What follows belongs to an exercise in optimizing a design on an open flow for small area; a production flow would make more cautious choices. The RTL was checked by simulation tests, not by an equivalence proof against the original design. The clock port is modelled as an ideal driver, which makes a skipped or thinned clock tree look cheaper than it is; a real chip needs a root buffer or a tree. Power and IR drop assume default switching activity.

[flow/flow/run.sh]
#!/bin/bash
# Layout flow: the standard ORFS layout with these changes:
#  - synthesis: the standard synthesis script, except that the ABC call that
#    maps the combinational logic tries the area scripts in flow/abc/ and keeps
#    the smallest result (area_synth.tcl). The flip-flops must come out exactly
#    as in the standard synthesis (names and cells); if not, the standard
#    netlist is used.
#  - the port buffers are buf_1 rather than the cell buffer_ports picks.
set -euo pipefail
HERE=$(pwd)
RES=$HERE/orfs/results/$FLOW_PLATFORM/VBEncoder/base
bash standard.sh synth > make_synth_standard.log 2>&1
cp $RES/1_2_yosys.v $HERE/yosys_standard.v
rm -f $RES/1_*
mkdir -p $HERE/area_synth
AREA_SYNTH_DIR=$HERE/flow/abc AREA_SYNTH_OUT=$HERE/area_synth \
  bash standard.sh SYNTH_SCRIPT=$HERE/flow/area_synth.tcl synth > make_synth_area.log 2>&1
flops() { grep -oE 'sky130_fd_sc_hd__[a-z]*df[a-z0-9_]* +[^ ]+' "$1" | sort; }
if ! diff <(flops $HERE/yosys_standard.v) <(flops $RES/1_2_yosys.v) > flops_diff.log; then
  echo "flip-flops differ from the standard synthesis; using the standard netlist" | tee -a flops_diff.log
  rm -f $RES/1_*
  bash standard.sh synth > make_synth_standard2.log 2>&1
fi
flops $RES/1_2_yosys.v > flops.log
bash standard.sh 'BUFFER_PORTS_ARGS=-buffer_cell sky130_fd_sc_hd__buf_1' finish > make_finish.log 2>&1
[flow/flow/abc/a.abc]
strash
dch -f
map -a
[flow/flow/abc/b.abc]
strash
&get -n
&dch -f
&nf -R 1000
&put
[flow/flow/abc/c.abc]
strash
&get -n
&st
&syn2
&dch -f
&nf -R 1000
&put
[flow/flow/abc/d.abc]
strash
balance
rewrite
rewrite -z
balance
rewrite -z
balance
dch -f
map -a
[flow/flow/abc/e.abc]
strash
&get -n
&deepsyn -T 10
&put
&get -n
&nf -R 1000
&put
[flow/flow/area_synth.tcl]
# The standard synthesis (synth_recipe.tcl), except that the one ABC call
# that maps the combinational logic tries several area-oriented ABC scripts and
# keeps the smallest result. Everything else, flip-flops included, is as in the
# standard synthesis.
proc synth {args} { yosys synth -nofsm -noshare {*}$args }
proc abc {args} {
  set i [lsearch -exact $args -script]
  if { $i < 0 } { yosys abc {*}$args; return }
  set args [lreplace $args $i [expr {$i + 1}]]
  set j [lsearch -exact $args -D]
  if { $j >= 0 } { set args [lreplace $args $j [expr {$j + 1}]] }
  set li [lsearch -exact $args -liberty]
  set lib [lindex $args [expr {$li + 1}]]
  set dir $::env(AREA_SYNTH_DIR)
  yosys design -save before_abc
  set best ""
  set best_area 1e9
  set k 0
  foreach s [lsort [glob $::env(AREA_SYNTH_DIR)/*.abc]] {
    incr k
    yosys design -load before_abc
    if { [catch { yosys abc {*}$args -script $s } err] } {
      puts "AREA_SYNTH: [file tail $s] failed: $err"
      continue
    }
    yosys opt_clean
    yosys tee -q -o $::env(AREA_SYNTH_OUT)/area.txt stat -liberty $lib
    set f [open $::env(AREA_SYNTH_OUT)/area.txt]; set txt [read $f]; close $f
    regexp {Chip area for module '[^']*': ([0-9.]+)} $txt -> a
    puts "AREA_SYNTH: [file tail $s] -> $a"
    yosys design -save after_abc_$k
    if { $a < $best_area } { set best_area $a; set best $k }
  }
  puts "AREA_SYNTH: keeping result $best ($best_area)"
  yosys design -load after_abc_$best
}
source $::env(SCRIPTS_DIR)/synth.tcl
# left out here: clear keep_hierarchy, flatten, clean up, hide names made inside functions, write 1_2_yosys.v
[flow/standard.sh]
#!/bin/bash
# synth_recipe.tcl (not shown) runs the flow's synth.tcl, then flattens the netlist and writes it again
# the make line also repeats each setting of config.mk as NAME=value (left out here)
make -C /OpenROAD-flow-scripts/flow DESIGN_CONFIG=/design/flow/config.mk WORK_HOME=/design/flow/orfs CLKGATE_MAP_FILE= SYNTH_SCRIPT=/design/flow/synth_recipe.tcl "${@:-finish}"
[flow/config.mk]
export PLATFORM = sky130hd
export DESIGN_NAME = VBEncoder
export DESIGN_NICKNAME = VBEncoder
export VERILOG_FILES = /design/flow/design.v
export SDC_FILE = /design/flow/constraint.sdc
export NUM_CORES = 4
export LEC_CHECK = 0
export CAP_MARGIN = 20
export CORE_AREA = 3 3 65 65
export CTS_BUF_LIST = sky130_fd_sc_hd__clkbuf_2
export DIE_AREA = 0 0 68 68
export SLEW_MARGIN = 20
[flow/constraint.sdc]
create_clock -name core_clock -period 8.0 [get_ports {CLK}]
set_input_delay 1.6000 -clock core_clock [delete_from_list [all_inputs] [get_ports {CLK}]]
set_output_delay 1.6000 -clock core_clock [all_outputs]
set_load 0.01 [all_outputs]
[flow/design.v]
`timescale 1ns / 1ps
module VBEncoder(input CLK,
            input rst,
			input [7:0] INT4,input [7:0] INT3, input [7:0] INT2, input [7:0] INT1,
            input START,
            output READY,
			output [7:0] STREAM);
wire [31:0] v = {INT4, INT3, INT2, INT1};
wire [6:0] g4 = {3'b000, v[31:28]};
wire [6:0] g3 = v[27:21];
wire [6:0] g2 = v[20:14];
wire [6:0] g1 = v[13:7];
wire [6:0] g0 = v[6:0];
reg [2:0] c;
reg [6:0] data;
wire idle  =  c[2] & ~c[1] & ~c[0];
wire load  = ~c[1] &  c[0];
wire sent4 = ~c[2] & ~c[1];
wire sent3 = ~c[2] &  c[1] & ~c[0];
wire sent2 = ~c[2] &  c[0];
wire sent1 =  c[2] &  c[1] &  c[0];
wire sent0 =  c[2] &  c[1] & ~c[0];
wire lr = load & ~rst;
wire t3 = lr & ~|g4;
wire t2 = t3 & ~|g3;
wire t1 = t2 & ~|g2;
wire t0 = t1 & ~|g1;
wire s4 = lr;
wire s3 = ~rst & sent4 | t3;
wire s2 = ~rst & sent3 | t2;
wire s1 = ~rst & sent2 | t1;
wire s0 = ~rst & sent1 | t0;
wire [2:0] n;
assign n[2] = s0 | s1 | rst | c[2] & ~c[0];
assign n[1] = s0 | s1 | s2 | s3;
assign n[0] = (s1 | s2) & ~s0 | idle & START & ~rst;
always @(posedge CLK) begin
	c <= n;
	data <= ({7{s4}} & g4) | ({7{s3}} & g3) | ({7{s2}} & g2) | ({7{s1}} & g1) | ({7{s0}} & g0);
end
assign READY = idle;
assign STREAM = {sent0, data};
endmodule
==> results.cfg, run 1 <==
[status]
status = complete, no violations

[yosys]
synth_fp_nets = 101
synth_cell_types = 14
ys_warn_count = 1
syn_inst = 66
synth-seq-cells = 10
ys_seq_area_share_pct = 39.90
synth_area_um2 = 501.7
syn_area_per_cell_um2 = 7.602

[sta]
period_minus_slack_ps = 3226
skew_ps = 8.172
holdWs_ps = 612.3
setup_tns_ps = 0
clock.fmax_mhz = 310.0
max_slew_margin_pct = 33.22
worst_pin_slew_ps = 991.2
timing.final.crit_share_pct = 40.32
setup_viol = 0
rsz0062_at_grt = no
hold_viol = 0
timing.final.max_slew_violations = 0

[grt]
busiest_layer = met2
grtUsageTotal_pct = 8.693
met3_usage_pct = 4.926
antenna_found_initial = 0
grt_max_degree = 11
met2_usage_pct = 14.20
grt_pass1_wl_um = 3029
grt_use_met1_pct = 10.27
grt-ovfl-total = 0
grt_pass1_vias = 699

[die]
core_area_um2 = 3521
dieArea_um2 = 4624
start_util_pct = 14.25
die_w_um = 68
num_io_pins = 44
num_rows = 21
die_h_um = 68

[routing]
routedWlPerCell_um = 12.91
first_iter_violations = 124
ant_nets = 0
dr.pass1.iters = 5
dr_total_vias = 707
drc = 0
wl_um = 2027
vias_per_cell = 4.503

[cells_and_area]
diodes = 0
area_growth_pct = 45.14
nets = 148
drive_gt1_share_pct = 2.703

[critical_path]
crit_path_start_kind = primary input
required_ps = 8110
worst_ep_arrival_time_ps = 3330
endpoint_kind = flop
crit_fanout = 10
critPathKind = primary input to flop

[clock_network]
clkTransAtPathRegs_ps = 80
clk_latency_ps = 250
cts_tree = built
htreeDepth = 1
cts_setup_buffers = 0
cts_root_buffer = clkbuf_2
cts_buffers = 3
cts_resized = 0
hold_buffers = 0
clock_path_buffers = 2
cts.sinks = 10

[power]
power.density_nw_per_um2 = 153.5
power_leakage_nw = 0.2471
peakVddDrop_v = 0.00003202

[placement]
io_buffers = 43
place_hpwl_um = 1711
gp_congestion = 0.7828

[hold_path]
hold_path.class = flop to flop

[job]
drv_cap = 0
synth_stat cells:
| library cell | number | area share (%) |
|---|---|---|
| a222oi_1 | 7 | 14 |
| buf_4 | 1 | 1.5 |
| dfxtp_1 | 10 | 40 |
| nand2_1 | 21 | 16 |
| nand2b_1 | 1 | 1.2 |
| nand3_1 | 5 | 5.0 |
| nor2_1 | 6 | 4.5 |
| nor2b_1 | 2 | 2.5 |
| nor3_1 | 3 | 3.0 |
| nor4_1 | 4 | 5.0 |
| o21ai_0 | 1 | 1.0 |
| o22ai_1 | 3 | 3.7 |
| o31ai_1 | 1 | 1.5 |
| or4_1 | 1 | 1.5 |
critical path, stage by stage:
cell and delay, ps:
buf_1 120, nand2b_1 190, nor2_1 280, nand2_1 150, nor2_1 120, nand3_1 80, o22ai_1 610, o22ai_1 180
sequential cells by signal (all words and copies together), names as in the netlist:
register	cells
data	7
c	3
cells by family after synthesis:
logic type | after synthesis | synth area share (%)
simple gates | 43 | 38.40
flops | 10 | 39.90
buf+inv | 1 | 1.497
compound gates | 12 | 20.20
per-layer routing:
metal | routed length [um] | part of all wire, %
met5 | 0 | 0
met1 | 778 | 38
met4 | 0 | 0
met3 | 273 | 13
met2 | 974 | 48
layout make-up:
cell class,count,area [um^2]
flip-flops and latches,10,200.2
clock buffers,3,15.01
well taps,46,57.56
repair buffers,43,161.4
fillers,431,2793
multi-input cells,55,294.0
where the power goes:
group / total [W] / internal [W] / leakage (nW) / switching, W
Clock: 0.0000259 / 0.0000102 / 0.0125 / 0.0000157
Sequential: 0.0000579 / 0.0000549 / 0.0817 / 0.00000305
Combinational: 0.0000279 / 0.0000116 / 0.153 / 0.0000163
through the flow:
stage	utilization [%]	power (W)	setup WS, ps	instances	instance area, um^2
after floorplan	-	0.00007264	5023	66	501.7
after global placement	20.26	0.00008748	4570	154	713.2
after detailed placement	20.26	0.00008723	4517	154	713.2
after CTS	20.68	0.0001137	4783	157	728.2
after global routing	20.68	0.0001192	4569	157	728.2
final	20.68	0.0001118	4775	157	728.2
path summary, 6_finish.rpt:
kind                            start    to  slack, ps  cells past startpoint
worst max-delay path              rst  c[0]       4770                      8
worst min-delay path             c[0]  c[2]        610                      2
worst max register to register   c[0]  c[0]       5960                      7
worst min register to register   c[0]  c[2]        610                      2
cell usage in the layout, fill, tap and decap left out:
master    netlist  final
buf_1           0     43
nand2_1        21     21
dfxtp_1        10     10
a222oi_1        7      7
nor2_1          6      6
nand3_1         5      5
nor4_1          4      4
nor3_1          3      3
o22ai_1         3      3
clkbuf_2        0      3
nor2b_1         2      2
nand2b_1        1      1
o21ai_0         1      1
o31ai_1         1      1
or4_1           1      1
==> run 2, diff against run 1 <==
--- a/flow/flow/run.sh
+++ b/flow/flow/run.sh
@@ -6,6 +6,7 @@
 #    as in the standard synthesis (names and cells); if not, the standard
 #    netlist is used.
 #  - the port buffers are buf_1 rather than the cell buffer_ports picks.
+#  - the clock tree is a single buffer (post_cts.tcl, run after CTS).
 set -euo pipefail
 HERE=$(pwd)
 RES=$HERE/orfs/results/$FLOW_PLATFORM/VBEncoder/base
@@ -22,4 +23,4 @@
   bash standard.sh synth > make_synth_standard2.log 2>&1
 fi
 flops $RES/1_2_yosys.v > flops.log
-bash standard.sh 'BUFFER_PORTS_ARGS=-buffer_cell sky130_fd_sc_hd__buf_1' finish > make_finish.log 2>&1
+ONE_CLKBUF=sky130_fd_sc_hd__clkbuf_4 bash standard.sh 'BUFFER_PORTS_ARGS=-buffer_cell sky130_fd_sc_hd__buf_1' "POST_CTS_TCL=$HERE/flow/post_cts.tcl" finish > make_finish.log 2>&1
==> flow/flow/post_cts.tcl (new file) <==
# POST_CTS_TCL hook: the design has 10 flip-flops, so one clock buffer can
# drive them all. Replace the tree that CTS built (a root buffer and leaf
# buffers) by its root buffer alone, driving every clock sink, placed at the
# sinks' centre. Every flip-flop is then one buffer from the clock port.
set block [ord::get_db_block]
set db [ord::get_db]
set root [$block findInst clkbuf_0_CLK]
if { $root == "NULL" } { error "post_cts.tcl: no root clock buffer clkbuf_0_CLK" }
set rootnet [[$root findITerm X] getNet]
foreach inst [$block getInsts] {
  set name [$inst getName]
  if { $inst == $root } { continue }
  if { ![string match clkbuf_* $name] && ![string match clkload* $name] } { continue }
  set out [$inst findITerm X]
  if { $out == "NULL" } { set out [$inst findITerm Y] }
  set net [$out getNet]
  puts "post_cts.tcl: removing $name ([[$inst getMaster] getName])"
  if { $net != "NULL" } {
    foreach it [$net getITerms] {
      if { [$it getInst] == $inst } { continue }
      $it disconnect
      $it connect $rootnet
    }
  }
  odb::dbInst_destroy $inst
  if { $net != "NULL" } { odb::dbNet_destroy $net }
}
$root swapMaster [$db findMaster $::env(ONE_CLKBUF)]
# centre of the sinks
set n 0; set sx 0; set sy 0
foreach it [$rootnet getITerms] {
  if { [$it getInst] == $root } { continue }
  set b [[$it getInst] getBBox]
  set sx [expr {$sx + ([$b xMin] + [$b xMax]) / 2}]
  set sy [expr {$sy + ([$b yMin] + [$b yMax]) / 2}]
  incr n
}
puts "post_cts.tcl: $n clock sinks on [$rootnet getName]"
$root setLocation [expr {$sx / $n}] [expr {$sy / $n}]
$root setPlacementStatus PLACED
global_connect
detailed_placement
check_placement -verbose
estimate_parasitics -placement
report_clock_min_period
report_check_types -max_slew -max_capacitance
==> results.cfg, run 2 <==
[sta]
setup_tns_ps = 0
hold_viol = 0
skew_ps = 0.5990
rsz0062_at_grt = no
max_slew_margin_pct = 32.91
timing.final.crit_share_pct = 41.28
timing.final.max_slew_violations = 0
period_minus_slack_ps = 3302
setup_viol = 0
worst_pin_slew_ps = 995.9
clock.fmax_mhz = 302.8

[die]
die_w_um = 68
dieArea_um2 = 4624
num_io_pins = 44
core_area_um2 = 3521
die_h_um = 68
num_rows = 21
start_util_pct = 14.25

[yosys]
synth.most_common_cell = nand2_1
synth_edf_count = 0
syn_inst = 66
ys_warn_count = 1
ys_async_sr_fraction_pct = 0
synth_area_um2 = 501.7
synth-seq-cells = 10
synth_cell_types = 14
synthTopCellsByCount = 21 x nand2_1, 10 x dfxtp_1, 7 x a222oi_1, 6 x nor2_1, 5 x nand3_1
yosysTopAreaCell = dfxtp_1
syn_area_per_cell_um2 = 7.602
synth_fp_nets = 101
synth_area_leaders = dfxtp_1 40%, nand2_1 16%, a222oi_1 14%
synth_top_area_share_pct = 39.90
synth_ff_type = dfxtp_1
ys_seq_area_share_pct = 39.90

[placement]
place_hpwl_um = 1711
gp_congestion = 0.7828
io_buffers = 43

[cells_and_area]
diodes = 0
fillers = 429
ff_latch_area_um2 = 200.2
nets = 146
area_growth_pct = 43.64
top_regs = data: 7 flops, c: 3 flops
layout_commonest_cell = buf_1
drive_gt1_share_pct = 0.9174
largest_register_ffs = 7
top_register = data
multiInputGateArea_um2 = 294.0
final_cell_mix = 43 x buf_1, 21 x nand2_1, 10 x dfxtp_1, 7 x a222oi_1, 6 x nor2_1
final_core_util_pct = 20.47

[critical_path]
path_cells = buf_1 -> nand2b_1 -> nor2_1 -> nand2_1 -> nor2_1 -> nand3_1 -> o22ai_1 -> o22ai_1
worst-r2r-cell-count = 7
endpoint_kind = flop
crit_slowest_cell = o22ai_1
crit_path_start_kind = primary input
cp_slowest_stage_delay_ps = 620
crit_fanout = 10
r2r_start = c[0]
worst_ep_arrival_time_ps = 3340
rrSetupSlack_ps = 5960
critPathKind = primary input to flop
required_ps = 8040
critPathLaunch = rst

[routing]
wl_um = 2030
dr_total_vias = 690
first_iter_violations = 90
drc = 0
vias_per_cell = 4.452
dr.pass1.iters = 5
ant_nets = 0
routedWlPerCell_um = 13.10

[power]
power.density_nw_per_um2 = 145.1
power_leakage_nw = 0.2393
peakVddDrop_v = 0.00003075

[grt]
grt-ovfl-total = 0
grtUsageTotal_pct = 9.406
grt_pass1_wl_um = 3029
grt_max_degree = 11
grt_pass1_vias = 686
antenna_found_initial = 0

[clock_network]
cts.sinks = 10
clk_latency_ps = 160
clkTransAtPathRegs_ps = 100

[job]
drv_cap = 0

[hold_path]
hp-start = c[0]
hold_depth = 2
hold_path.class = flop to flop

[status]
status = complete, no violations
==> run 2: cell counts after synthesis <==
No cell type changed its count.
==> run 2: area by class of cell <==
type | instances | area share [%]
well taps | 46 | 7.986
repair buffers | 43 | 22.40
clock buffers | 1 | 1.042
flip-flops and latches | 10 | 27.78
multi-input cells | 55 | 40.80
==> run 2: kinds of logic after synthesis <==
group	after synthesis	share of synthesized area (%)
DFF	10	39.90
buffers and inverters	1	1.497
AOI/OAI and AO/OA	12	20.20
and+or+nand+nor	43	38.40
==> run 2: per-layer routing <==
metal  track usage, %  routed length [um]  vias to the layer above
li1                 -                   -                      341
met1            11.55                 799                      315
met2            15.88                 965                       32
met3            3.448                 254                        2
met4            1.489                  10                        0
met5                0                   0                        -
==> run 2: report_power, final <==
group          leakage [nW]  switching [W]  internal [W]
Sequential           0.0817     0.00000305     0.0000549
Clock               0.00460      0.0000126    0.00000601
Combinational         0.153      0.0000164     0.0000116
Total                 0.239      0.0000321     0.0000725
==> run 2: final timing paths <==
kind                             end
worst max-delay path            c[0]
worst min-delay path            c[2]
worst max register to register  c[0]
worst min register to register  c[2]
==> run 2: per-stage QoR <==
step / worst slack [ps] / total power [W] / cell area, um^2 / instances / hold WS, ps
floorplan: 5023 / 0.00007264 / 501.7 / 66 / 543.1
global placement: 4570 / 0.00008748 / 713.2 / 154 / 597.4
detailed placement: 4517 / 0.00008723 / 713.2 / 154 / 581.1
global route: 4486 / 0.0001117 / 720.7 / 155 / 688.7
finish: 4698 / 0.0001046 / 720.7 / 155 / 618.2
==> run 2: worst max-delay path, delay by kind of cell <==
kind / cells / cell delay (ps)
AND/OR/NAND/NOR: 5 / 820
AO/OA/AOI/OAI: 2 / 800
buffers and inverters: 1 / 120
==> run 3, diff against run 2 <==
--- a/flow/design.v
+++ b/flow/design.v
@@ -13,13 +13,13 @@
 wire [6:0] g0 = v[6:0];
 reg [2:0] c;
 reg [6:0] data;
-wire idle  =  c[2] & ~c[1] & ~c[0];
-wire load  = ~c[1] &  c[0];
-wire sent4 = ~c[2] & ~c[1];
-wire sent3 = ~c[2] &  c[1] & ~c[0];
-wire sent2 = ~c[2] &  c[0];
-wire sent1 =  c[2] &  c[1] &  c[0];
-wire sent0 =  c[2] &  c[1] & ~c[0];
+wire idle  = ~c[1] & ~c[0];
+wire load  = ~c[2] & ~c[1] &  c[0];
+wire sent4 = ~c[2] &  c[1] & ~c[0];
+wire sent3 =  c[2] & ~c[0];
+wire sent2 =  c[2] &  c[1] &  c[0];
+wire sent1 =  c[2] & ~c[1];
+wire sent0 = ~c[2] &  c[1] &  c[0];
 wire lr = load & ~rst;
 wire t3 = lr & ~|g4;
 wire t2 = t3 & ~|g3;
@@ -30,10 +30,8 @@
 wire s2 = ~rst & sent3 | t2;
 wire s1 = ~rst & sent2 | t1;
 wire s0 = ~rst & sent1 | t0;
-wire [2:0] n;
-assign n[2] = s0 | s1 | rst | c[2] & ~c[0];
-assign n[1] = s0 | s1 | s2 | s3;
-assign n[0] = (s1 | s2) & ~s0 | idle & START & ~rst;
+wire [2:0] n = rst ? 3'b000 : s0 ? 3'b011 : s1 ? 3'b101 : s2 ? 3'b111 : s3 ? 3'b110 :
+               s4 ? 3'b010 : (idle & START) ? 3'b001 : 3'b000;
 always @(posedge CLK) begin
 	c <= n;
 	data <= ({7{s4}} & g4) | ({7{s3}} & g3) | ({7{s2}} & g2) | ({7{s1}} & g1) | ({7{s0}} & g0);
--- a/flow/config.mk
+++ b/flow/config.mk
@@ -5,8 +5,9 @@
 export SDC_FILE = /design/flow/constraint.sdc
 export NUM_CORES = 4
 export LEC_CHECK = 0
-export CAP_MARGIN = 20
+export CAP_MARGIN = 0
 export CORE_AREA = 3 3 65 65
 export CTS_BUF_LIST = sky130_fd_sc_hd__clkbuf_2
 export DIE_AREA = 0 0 68 68
-export SLEW_MARGIN = 20
+export PLACE_DENSITY = 0.8
+export SLEW_MARGIN = 0
==> results.cfg, run 3 <==
[power]
peakVddDrop_v = 0.00005767
power.density_nw_per_um2 = 218.5
power_leakage_nw = 0.2331

[sta]
holdWs_ps = 712.9
timing.final.crit_share_pct = 46.90
period_minus_slack_ps = 3752
hold_viol = 0
timing.final.max_slew_violations = 0
max_slew_margin_pct = 26.36
setup_tns_ps = 0
worst_pin_slew_ps = 1093
rsz0062_at_grt = no
skew_ps = 0.2898
clock.fmax_mhz = 266.5
setup_viol = 0

[die]
num_io_pins = 44
die_w_um = 68
core_area_um2 = 3521
dieArea_um2 = 4624
start_util_pct = 14.18
num_rows = 21
die_h_um = 68

[cells_and_area]
layout_commonest_cell = buf_1
diodes = 0
top_regs = data: 7 flops, c: 3 flops
drive_gt1_share_pct = 0.9434
largest_register_ffs = 7
final_cell_mix = 43 x buf_1, 16 x nand2_1, 10 x dfxtp_1, 7 x a222oi_1, 6 x nor3_1
fillers = 425
nets = 143
top_register = data
area_growth_pct = 43.86

[routing]
dr.pass1.iters = 7
dr_total_vias = 716
ant_nets = 0
routedWlPerCell_um = 14.26
first_iter_violations = 127
vias_per_cell = 4.711
wl_um = 2168
drc = 0

[yosys]
synth_fp_nets = 98
synth-seq-cells = 10
yosys.area_share.simple_pct = 36.09
ys_async_sr_fraction_pct = 0
syn_area_per_cell_um2 = 7.924
ys_seq_area_share_pct = 40.10
synthAdderAreaFrac_pct = 0
synth_xor_area_share_pct = 0
synth_top_area_share_pct = 40.10
synth_ff_type = dfxtp_1
synth_cell_types = 16
synth.most_common_cell = nand2_1
ys_warn_count = 1
synth_mux_area_share_pct = 0
synth-compound-area-share_pct = 22.31
synth_area_um2 = 499.2
syn_inst = 63
synth_top_family_by_area = simple AND/OR/NAND/NOR gates
yosysTopAreaCell = dfxtp_1
synth_edf_count = 0
synthTopCellsByCount = 16 x nand2_1, 10 x dfxtp_1, 7 x a222oi_1, 6 x nor3_1
synth_area_leaders = dfxtp_1 40%, a222oi_1 14%, nand2_1 12%

[grt]
grt-ovfl-total = 0
antenna_found_initial = 0
busiest_layer = met1
grt_pass1_vias = 636
grt_max_degree = 11
grtUsageTotal_pct = 9.888
grt_use_met1_pct = 14.31
met3_usage_pct = 3.612
grt_pass1_wl_um = 3056
met2_usage_pct = 14.08

[clock_network]
clk_latency_ps = 170
cts.sinks = 10
clkTransAtPathRegs_ps = 110

[critical_path]
crit_fanout = 10
critPathKind = primary input to flop
crit_path_start_kind = primary input
endpoint_kind = flop
required_ps = 8120
worst_ep_arrival_time_ps = 3870

[job]
drv_cap = 0

[hold_path]
hold_path.class = flop to flop

[placement]
io_buffers = 43
place_hpwl_um = 1770
gp_congestion = 0.8879

[status]
status = complete, no violations
[run 3: final timing paths]
| check | depth (start not counted) | from | slack (ps) | to |
|---|---|---|---|---|
| max | 6 | rst | 4250 | data[4] |
| min | 3 | c[1] | 710 | c[0] |
| max reg2reg | 5 | c[1] | 5390 | data[4] |
| min reg2reg | 3 | c[1] | 710 | c[0] |
[run 3: logic make-up after synthesis]
group / after synthesis
AND/OR/NAND/NOR: 39
AO/OA/AOI/OAI: 13
flip-flops: 10
buffers and inverters: 1
[run 3: power by group]
group | total (W) | switching [W] | internal (W)
clock | 0.0000194 | 0.0000133 | 0.00000601
sequential | 0.0000751 | 0.00000889 | 0.0000662
combinational | 0.0000624 | 0.0000378 | 0.0000246
total | 0.000157 | 0.0000600 | 0.0000969
[run 3: cell type report]
cell class              count  area (um^2)  share of cell area [%]
repair buffers             43        161.4                   22.47
well taps                  46        57.56                   8.014
multi-input cells          52        291.5                   40.59
flip-flops and latches     10        200.2                   27.87
clock buffers               1        7.507                   1.045
[run 3: metrics by stage]
step / std cells / power, W / instance area [um^2] / setup slack, ps / util [%]
floorplan: 63 / 0.0001123 / 499.2 / 4674 / -
global placement: 151 / 0.0001383 / 710.7 / 4152 / 20.18
detailed placement: 151 / 0.0001386 / 710.7 / 4101 / 20.18
global route: 152 / 0.0001695 / 718.2 / 3873 / 20.40
finish: 152 / 0.0001569 / 718.2 / 4248 / 20.40
[run 3: worst max-delay path, stage by stage]
cell	delay, ps
buf_1	120
nor4b_1	800
nand4_1	260
o22ai_1	710
a222oi_1	250
nand2_1	130
[run 3: routing by layer]
metal / wire (um) / vias to the layer above
li1: - / 337
met1: 897 / 321
met2: 954 / 56
met3: 302 / 2
met4: 14 / 0
met5: 0 / -
==> run 4, diff against run 3 <==
--- a/flow/flow/run.sh
+++ b/flow/flow/run.sh
@@ -5,6 +5,8 @@
 #    the smallest result (area_synth.tcl). The flip-flops must come out exactly
 #    as in the standard synthesis (names and cells); if not, the standard
 #    netlist is used.
+#  - a peephole rewrite of the synthesized netlist (peephole.py), kept only
+#    if Yosys proves it equivalent to the netlist before it.
 #  - the port buffers are buf_1 rather than the cell buffer_ports picks.
 #  - the clock tree is a single buffer (post_cts.tcl, run after CTS).
 set -euo pipefail
@@ -23,4 +25,16 @@
   bash standard.sh synth > make_synth_standard2.log 2>&1
 fi
 flops $RES/1_2_yosys.v > flops.log
+cp $RES/1_2_yosys.v $HERE/yosys_area.v
+sed 's/^module '$FLOW_TOP'(/module gold(/' $HERE/yosys_area.v > $HERE/peep_gold.v
+cp $HERE/yosys_area.v $HERE/peep.v
+python3 $HERE/flow/peephole.py $HERE/peep.v > peephole.log 2>&1 || cp $HERE/yosys_area.v $HERE/peep.v
+sed -i 's/^module '$FLOW_TOP'(/module gate(/' $HERE/peep.v
+if LIB=$FLOW_HOME/platforms/$FLOW_PLATFORM/lib/sky130_fd_sc_hd__tt_025C_1v80.lib GOLD=$HERE/peep_gold.v GATE=$HERE/peep.v \
+     yosys -c $HERE/flow/equiv.ys.tcl >> peephole.log 2>&1; then
+  sed 's/^module gate(/module '$FLOW_TOP'(/' $HERE/peep.v > $RES/1_2_yosys.v
+  echo "peephole kept" >> peephole.log
+else
+  echo "peephole not proven; netlist left as synthesized" >> peephole.log
+fi
 ONE_CLKBUF=sky130_fd_sc_hd__clkbuf_4 bash standard.sh 'BUFFER_PORTS_ARGS=-buffer_cell sky130_fd_sc_hd__buf_1' "POST_CTS_TCL=$HERE/flow/post_cts.tcl" finish > make_finish.log 2>&1
==> flow/flow/equiv.ys.tcl (new file) <==
# Prove the peephole's netlist equivalent to the one before it.
yosys read_liberty -ignore_miss_func $::env(LIB)
yosys read_verilog $::env(GOLD)
yosys read_verilog $::env(GATE)
yosys hierarchy -check
yosys flatten gold gate
yosys proc
yosys opt_clean
yosys equiv_make gold gate eq
yosys hierarchy -top eq
yosys equiv_simple -seq 2
yosys equiv_induct
yosys equiv_status -assert
==> flow/flow/peephole.py (new file) <==
#!/usr/bin/env python3
"""Area peephole on the synthesized netlist (write_verilog -noattr form).

nand3(nand2(a, b), nand2(c, d), x) -> nand2(a22oi(a, b, c, d), x)
when the two nand2 outputs feed nothing else. Same function:
~(~(ab) & ~(cd) & x) = ~(~(ab | cd) & x). a22oi + nand2 is 11.26 um2 against
12.51 um2 for nand2 + nand2 + nand3. Flip-flops are not touched.
usage: peephole.py netlist.v (rewritten in place)"""
import re, sys

path = sys.argv[1]
src = open(path).read()
P = 'sky130_fd_sc_hd__'
inst_re = re.compile(r'  (' + P + r'\w+) (\\\S+ |\S+) \((.*?)\);\n', re.S)
pin_re = re.compile(r'\.(\w+)\(([^()]*?(?:\([^()]*\))?[^()]*?)\)')

insts = []
for m in inst_re.finditer(src):
    pins = {p: n.strip() for p, n in pin_re.findall(m.group(3))}
    insts.append({'cell': m.group(1), 'name': m.group(2), 'pins': pins, 'span': m.span()})

def outpin(cell):
    return 'X' if re.search(r'__(buf|clkbuf|and|or|a\d+o|o\d+a|mux2_|dly|xor|xnor|maj|a2bb2o|o2bb2a|ha|fa)', cell) and not re.search(r'__(nand|nor|a\d+oi|o\d+ai|xnor2)', cell) else 'Y'

# count every appearance of a net name in the whole text outside instance output pins
def uses(net):
    pat = re.compile(r'(?<![\w\\$])' + re.escape(net) + (r'(?![\w\[])' if not net.startswith('\\') else ''))
    return len(pat.findall(src))

drv = {}
for it in insts:
    for p, n in it['pins'].items():
        if p in ('Y', 'X', 'Q'):
            drv[n] = it

done = []
used = set()
k = 0
for it in insts:
    if it['cell'] != P + 'nand3_1' or it['name'] in used:
        continue
    ins = [it['pins'][p] for p in ('A', 'B', 'C')]
    n2 = [n for n in ins if n in drv and drv[n]['cell'] == P + 'nand2_1' and drv[n]['name'] not in used]
    if len(n2) < 2:
        continue
    a, b = n2[0], n2[1]
    x = [n for n in ins if n not in (a, b)]
    if len(x) != 1:
        continue
    # each nand2 output: declared as wire, used once as driver and once here
    # (write_verilog lists "wire n;" once), so 3 appearances in all
    if uses(a) != 3 or uses(b) != 3:
        continue
    da, db = drv[a], drv[b]
    used.update([it['name'], da['name'], db['name']])
    done.append((it, da, db, x[0], k))
    k += 1

if not done:
    print('peephole: nothing to do'); sys.exit(0)

drop = set()
for it, da, db, x, k in done:
    drop.update([id(it), id(da), id(db)])
out = []
pos = 0
for it in insts:
    s, e = it['span']
    out.append(src[pos:s])
    if id(it) in drop:
        for jt, da, db, x, k in done:
            if jt is it:
                t = f'_peep{k}_'
                out.append(f'  {P}a22oi_1 _peep{k}a_ (\n    .A1({da["pins"]["A"]}),\n    .A2({da["pins"]["B"]}),\n'
                           f'    .B1({db["pins"]["A"]}),\n    .B2({db["pins"]["B"]}),\n    .Y({t})\n  );\n')
                out.append(f'  {P}nand2_1 _peep{k}b_ (\n    .A({t}),\n    .B({x}),\n    .Y({it["pins"]["Y"]})\n  );\n')
    else:
        out.append(src[s:e])
    pos = e
out.append(src[pos:])
res = ''.join(out)
# declare the new wires after the module header's first wire declaration
decl = ''.join(f'  wire _peep{k}_;\n' for *_, k in done)
i = res.index('  wire ')
res = res[:i] + decl + res[i:]
# drop the declarations of the removed nets
for it, da, db, x, k in done:
    for n in (da['pins']['Y'], db['pins']['Y']):
        res = res.replace(f'  wire {n};\n', '', 1)
open(path, 'w').write(res)
print(f'peephole: rewrote {len(done)} nand3 trees')
==> results.cfg, run 4 <==
[critical_path]
rrSetupSlack_ps = 5320
cp_slowest_stage_delay_ps = 880
endpoint_kind = flop
worst_ep_arrival_time_ps = 3930
critPathLaunch = rst
crit_slowest_cell = nor4b_1
r2r_start = c[1]
path_cells = buf_1 -> nor4b_1 -> nand4_1 -> o22ai_1 -> a222oi_1 -> nand2_1
crit_fanout = 10
required_ps = 8110
crit_path_start_kind = primary input
critPathKind = primary input to flop

[job]
drv_cap = 0

[cells_and_area]
layout_commonest_cell = buf_1
top_regs = data: 7 flops, c: 3 flops
diodes = 0
drive_gt1_share_pct = 0.9804
final_cells = 148
final_cell_mix = 43 x buf_1, 12 x nand2_1, 10 x dfxtp_1, 7 x a222oi_1, 6 x nor3_1
finalInstanceArea_um2 = 713.2
ff_latch_area_um2 = 200.2
area_growth_pct = 44.30
largest_register_ffs = 7
nets = 139
multiInputGateArea_um2 = 286.5
fillers = 430
top_register = data

[grt]
grt_pass1_vias = 678
grt-ovfl-total = 0
grt_pass1_wl_um = 3042
grt_max_degree = 11
grtUsageTotal_pct = 9.613
antenna_found_initial = 0

[placement]
gp_congestion = 0.8349
io_buffers = 43
placed_area_um2 = 705.7
dp_cells = 147
place_hpwl_um = 1814

[yosys]
synth_fp_nets = 94
syn_inst = 59
syn_area_per_cell_um2 = 8.377
synth_area_um2 = 494.2
ys_warn_count = 1

[status]
status = complete, no violations

[routing]
dr_total_vias = 679
ant_nets = 0
dr.pass1.iters = 8
routedWlPerCell_um = 14.36
first_iter_violations = 69
wl_um = 2125
drc = 0
vias_per_cell = 4.588

[die]
num_rows = 21
core_area_um2 = 3521
num_io_pins = 44
die_h_um = 68
start_util_pct = 14.04
die_w_um = 68
dieArea_um2 = 4624

[sta]
clock.fmax_mhz = 262.1
timing.final.max_slew_violations = 0
timing.final.crit_share_pct = 47.69
skew_ps = 0.6471
setup_viol = 0
worst_pin_slew_ps = 1099
period_minus_slack_ps = 3815
max_slew_margin_pct = 25.99
hold_viol = 0
setup_tns_ps = 0
rsz0062_at_grt = no

[clock_network]
clk_latency_ps = 160
cts.sinks = 10
clkTransAtPathRegs_ps = 110

[power]
power_leakage_nw = 0.2354
peakVddDrop_v = 0.00004631
power.density_nw_per_um2 = 218.4

[hold_path]
hold_path.class = flop to flop
hp-start = c[1]
run 4: worst paths after layout:
check                               end  cells past startpoint
worst max-delay path            data[4]                      6
worst min-delay path               c[0]                      3
worst max register to register  data[4]                      5
worst min register to register     c[0]                      3
run 4: layout make-up:
| cell class | instances | share of cell area [%] |
|---|---|---|
| multi-input combinational | 48 | 40.18 |
| sequential | 10 | 28.07 |
| clock buffer | 1 | 1.053 |
| tap | 46 | 8.070 |
| timing repair buffer | 43 | 22.63 |
run 4: worst max-delay path: cells and delay by family:
kind                   cells  cell delay, ps
AOI/OAI and AO/OA          2             930
buffers and inverters      1             110
and+or+nand+nor            3            1290
run 4: metal layers:
layer	track usage (%)	wire, um	vias up
li1	-	-	330
met1	11.26	784	296
met2	17.09	1019	49
met3	3.777	297	4
met4	0.7444	23	0
met5	0	0	-
run 4: where the power goes:
group	internal [W]	switching, W	leakage, nW
clock	0.00000601	0.0000129	0.00460
combinational	0.0000246	0.0000377	0.149
sequential	0.0000662	0.00000836	0.0822
total	0.0000968	0.0000589	0.235
run 4: stage by stage:
step	utilization, %	hold WS, ps	power, W	setup slack, ps
detailed placement	20.04	694.8	0.0001384	4079
global placement	20.04	693.8	0.0001377	4200
global route	20.26	828.4	0.0001680	3962
floorplan	-	750.1	0.0001122	4672
finish	20.26	723.3	0.0001558	4185
==> run 5, diff against run 4 <==
--- a/flow/design.v
+++ b/flow/design.v
@@ -14,12 +14,12 @@
 reg [2:0] c;
 reg [6:0] data;
 wire idle  = ~c[1] & ~c[0];
-wire load  = ~c[2] & ~c[1] &  c[0];
-wire sent4 = ~c[2] &  c[1] & ~c[0];
-wire sent3 =  c[2] & ~c[0];
+wire load  = ~c[2] &  c[1] &  c[0];
+wire sent4 = ~c[2] & ~c[1] &  c[0];
+wire sent3 =  c[2] & ~c[1];
 wire sent2 =  c[2] &  c[1] &  c[0];
-wire sent1 =  c[2] & ~c[1];
-wire sent0 = ~c[2] &  c[1] &  c[0];
+wire sent1 =  c[2] & ~c[0];
+wire sent0 = ~c[2] &  c[1] & ~c[0];
 wire lr = load & ~rst;
 wire t3 = lr & ~|g4;
 wire t2 = t3 & ~|g3;
@@ -30,8 +30,8 @@
 wire s2 = ~rst & sent3 | t2;
 wire s1 = ~rst & sent2 | t1;
 wire s0 = ~rst & sent1 | t0;
-wire [2:0] n = rst ? 3'b000 : s0 ? 3'b011 : s1 ? 3'b101 : s2 ? 3'b111 : s3 ? 3'b110 :
-               s4 ? 3'b010 : (idle & START) ? 3'b001 : 3'b000;
+wire [2:0] n = rst ? 3'b000 : s0 ? 3'b010 : s1 ? 3'b110 : s2 ? 3'b111 : s3 ? 3'b101 :
+               s4 ? 3'b001 : (idle & START) ? 3'b011 : 3'b000;
 always @(posedge CLK) begin
 	c <= n;
 	data <= ({7{s4}} & g4) | ({7{s3}} & g3) | ({7{s2}} & g2) | ({7{s1}} & g1) | ({7{s0}} & g0);
==> results.cfg, run 5 <==
[routing]
ant_nets = 0
drc = 0
wl_um = 2022
dr.pass1.iters = 6
first_iter_violations = 84
vias_per_cell = 4.653
routedWlPerCell_um = 13.48
dr_total_vias = 698

[grt]
grt_pass1_vias = 679
grt-ovfl-total = 0
grtUsageTotal_pct = 9.990
grt_pass1_wl_um = 3084
grt_max_degree = 11
antenna_found_initial = 0

[yosys]
syn_inst = 61
synth_area_um2 = 493.0
synth_fp_nets = 96
syn_area_per_cell_um2 = 8.082
ys_warn_count = 1

[cells_and_area]
fillers = 430
final_cell_mix = 43 x buf_1, 15 x nand2_1, 10 x dfxtp_1, 7 x a222oi_1
nets = 141
largest_register_ffs = 7
final_core_util_pct = 20.22
drive_gt1_share_pct = 0.9615
top_register = data
diodes = 0
layout_commonest_cell = buf_1
top_regs = data: 7 flops, c: 3 flops
area_growth_pct = 44.42

[die]
num_io_pins = 44
die_w_um = 68
die_h_um = 68
core_area_um2 = 3521
dieArea_um2 = 4624
num_rows = 21
start_util_pct = 14.00

[power]
p_int_w = 0.00008210
swShare_pct = 35.99
power_switching_w = 0.00004616
pwr-share-comb_pct = 32.7
power_frac_clock_pct = 16.1
p_seq_share_pct = 51.2
power.density_nw_per_um2 = 180.2
peakVddDrop_v = 0.00005014
power_leakage_nw = 0.2426

[critical_path]
crit_cells = 9
cpMostUsedCell = nand2_1
endpoint_kind = flop
crit_fanout = 8
r2r-end = data[2]
crit_path_start_kind = primary input
critPathLaunch = rst
worst-r2r-cell-count = 7
r2r_start = c[2]
setup.worst_path.end = data[1]
crit_slowest_cell = a222oi_1
cp_slowest_stage_delay_ps = 490
critPathKind = primary input to flop
worst_ep_arrival_time_ps = 3250
path_cells = buf_1 -> clkinv_1 -> nand2_1 -> nor2_1 -> and4_1 -> nand3_1 -> o21ai_0 -> a222oi_1 -> nand2_1
rrSetupSlack_ps = 5960
required_ps = 8060
crit_family = compound AO/OA/AOI/OAI gates
cp_num_buf_inv = 2

[hold_path]
hp-start = c[2]
hold_path.class = flop to flop

[clock_network]
cts.sinks = 10
clkTransAtPathRegs_ps = 120
clk_latency_ps = 170

[sta]
timing.final.crit_share_pct = 39.77
rsz0062_at_grt = no
period_minus_slack_ps = 3182
setup_viol = 0
skew_ps = 0.6188
clock.fmax_mhz = 314.3
timing.final.max_slew_violations = 0
setup_tns_ps = 0
holdWs_ps = 572.9
worst_pin_slew_ps = 867.6
setup_slack_ps = 4818
hold_viol = 0
max_slew_margin_pct = 41.55

[placement]
place_hpwl_um = 1675
io_buffers = 43
place_ws_ps = 4686
gp_congestion = 0.9099

[status]
status = complete, no violations

[job]
drv_cap = 0
==> run 5: tightest hold or removal path, stage by stage (launching register included) <==
cell and delay [ps]:
dfxtp_1 380, nand2_1 100, a21oi_1 60
==> run 5: metal layers <==
| metal | track usage [%] | vias up | wire, um |
|---|---|---|---|
| li1 | - | 330 | - |
| met1 | 12.75 | 310 | 758 |
| met2 | 15.76 | 54 | 944 |
| met3 | 3.284 | 4 | 296 |
| met4 | 3.226 | 0 | 23 |
| met5 | 0 | - | 0 |
==> run 5: cell type report <==
type	count	area (um^2)	area share, %
Tap cell	46	57.56	8.084
Timing Repair Buffer	43	161.4	22.67
Sequential cell	10	200.2	28.12
Clock buffer	1	7.507	1.054
Multi-Input combinational cell	48	277.8	39.02
Inverter	2	7.507	1.054
==> run 5: stage by stage <==
stage	std cells	instance area (um^2)	total power, W
after floorplan	61	493.0	0.00009001
final	150	711.9	0.0001283
after global routing	150	711.9	0.0001387
after detailed placement	149	704.4	0.0001086
after global placement	149	704.4	0.0001083
==> run 5: power by group through the flow <==
stage               logic (W)  clock network (W)  registers, W
floorplan           0.0000204                  0     0.0000696
global placement    0.0000412                  0     0.0000670
detailed placement  0.0000417                  0     0.0000669
global route        0.0000476          0.0000234     0.0000677
finish              0.0000420          0.0000206     0.0000656
==> run 5: how the worst min path moves through the flow <==
stage | to | cells after the start
6_report | c[2] | 2
3_3_place_gp | c[2] | 2
3_5_place_dp | c[2] | 2
5_1_grt | c[2] | 2
2_1_floorplan | c[2] | 2

-- separate check: timing with driven ports --
Ports are ideal in the flow. The routed layouts listed here were re-timed in OpenROAD.
Step 1: set_driving_cell puts a clkbuf_16 on CLK and a buf_2 on each other input, an assumption about the parent block.
Step 2 times the ports against the registers' clock, not the clock port: input delays grow and output delays shrink by t, the midpoint of the rising clock arrivals with the driver on.
a / b / c = ideal / step 1 / step 2; a / b = the first two.
run	t (ns)	slack for setup (ns)	worst hold slack (ns)	worst data-port slew with drivers (ns)
run 1	0.265	4.775 / 4.772 / 4.507	0.612 / 0.612 / 0.612	0.04
run 2	0.185	4.698 / 4.698 / 4.512	0.618 / 0.618 / 0.618	0.04
run 3	0.188	4.248 / 4.250 / 4.062	0.713 / 0.713 / 0.713	0.04
run 4	0.183	4.185 / 4.181 / 3.998	0.723 / 0.723 / 0.723	0.04
run 5	0.195	4.818 / 4.816 / 4.621	0.573 / 0.573 / 0.573	0.04
After both steps setup and hold are still met in every run listed. For run 1, which loses most, drivers alone change the setup slack by -0.003 ns; drivers and shift together by -0.268 ns.
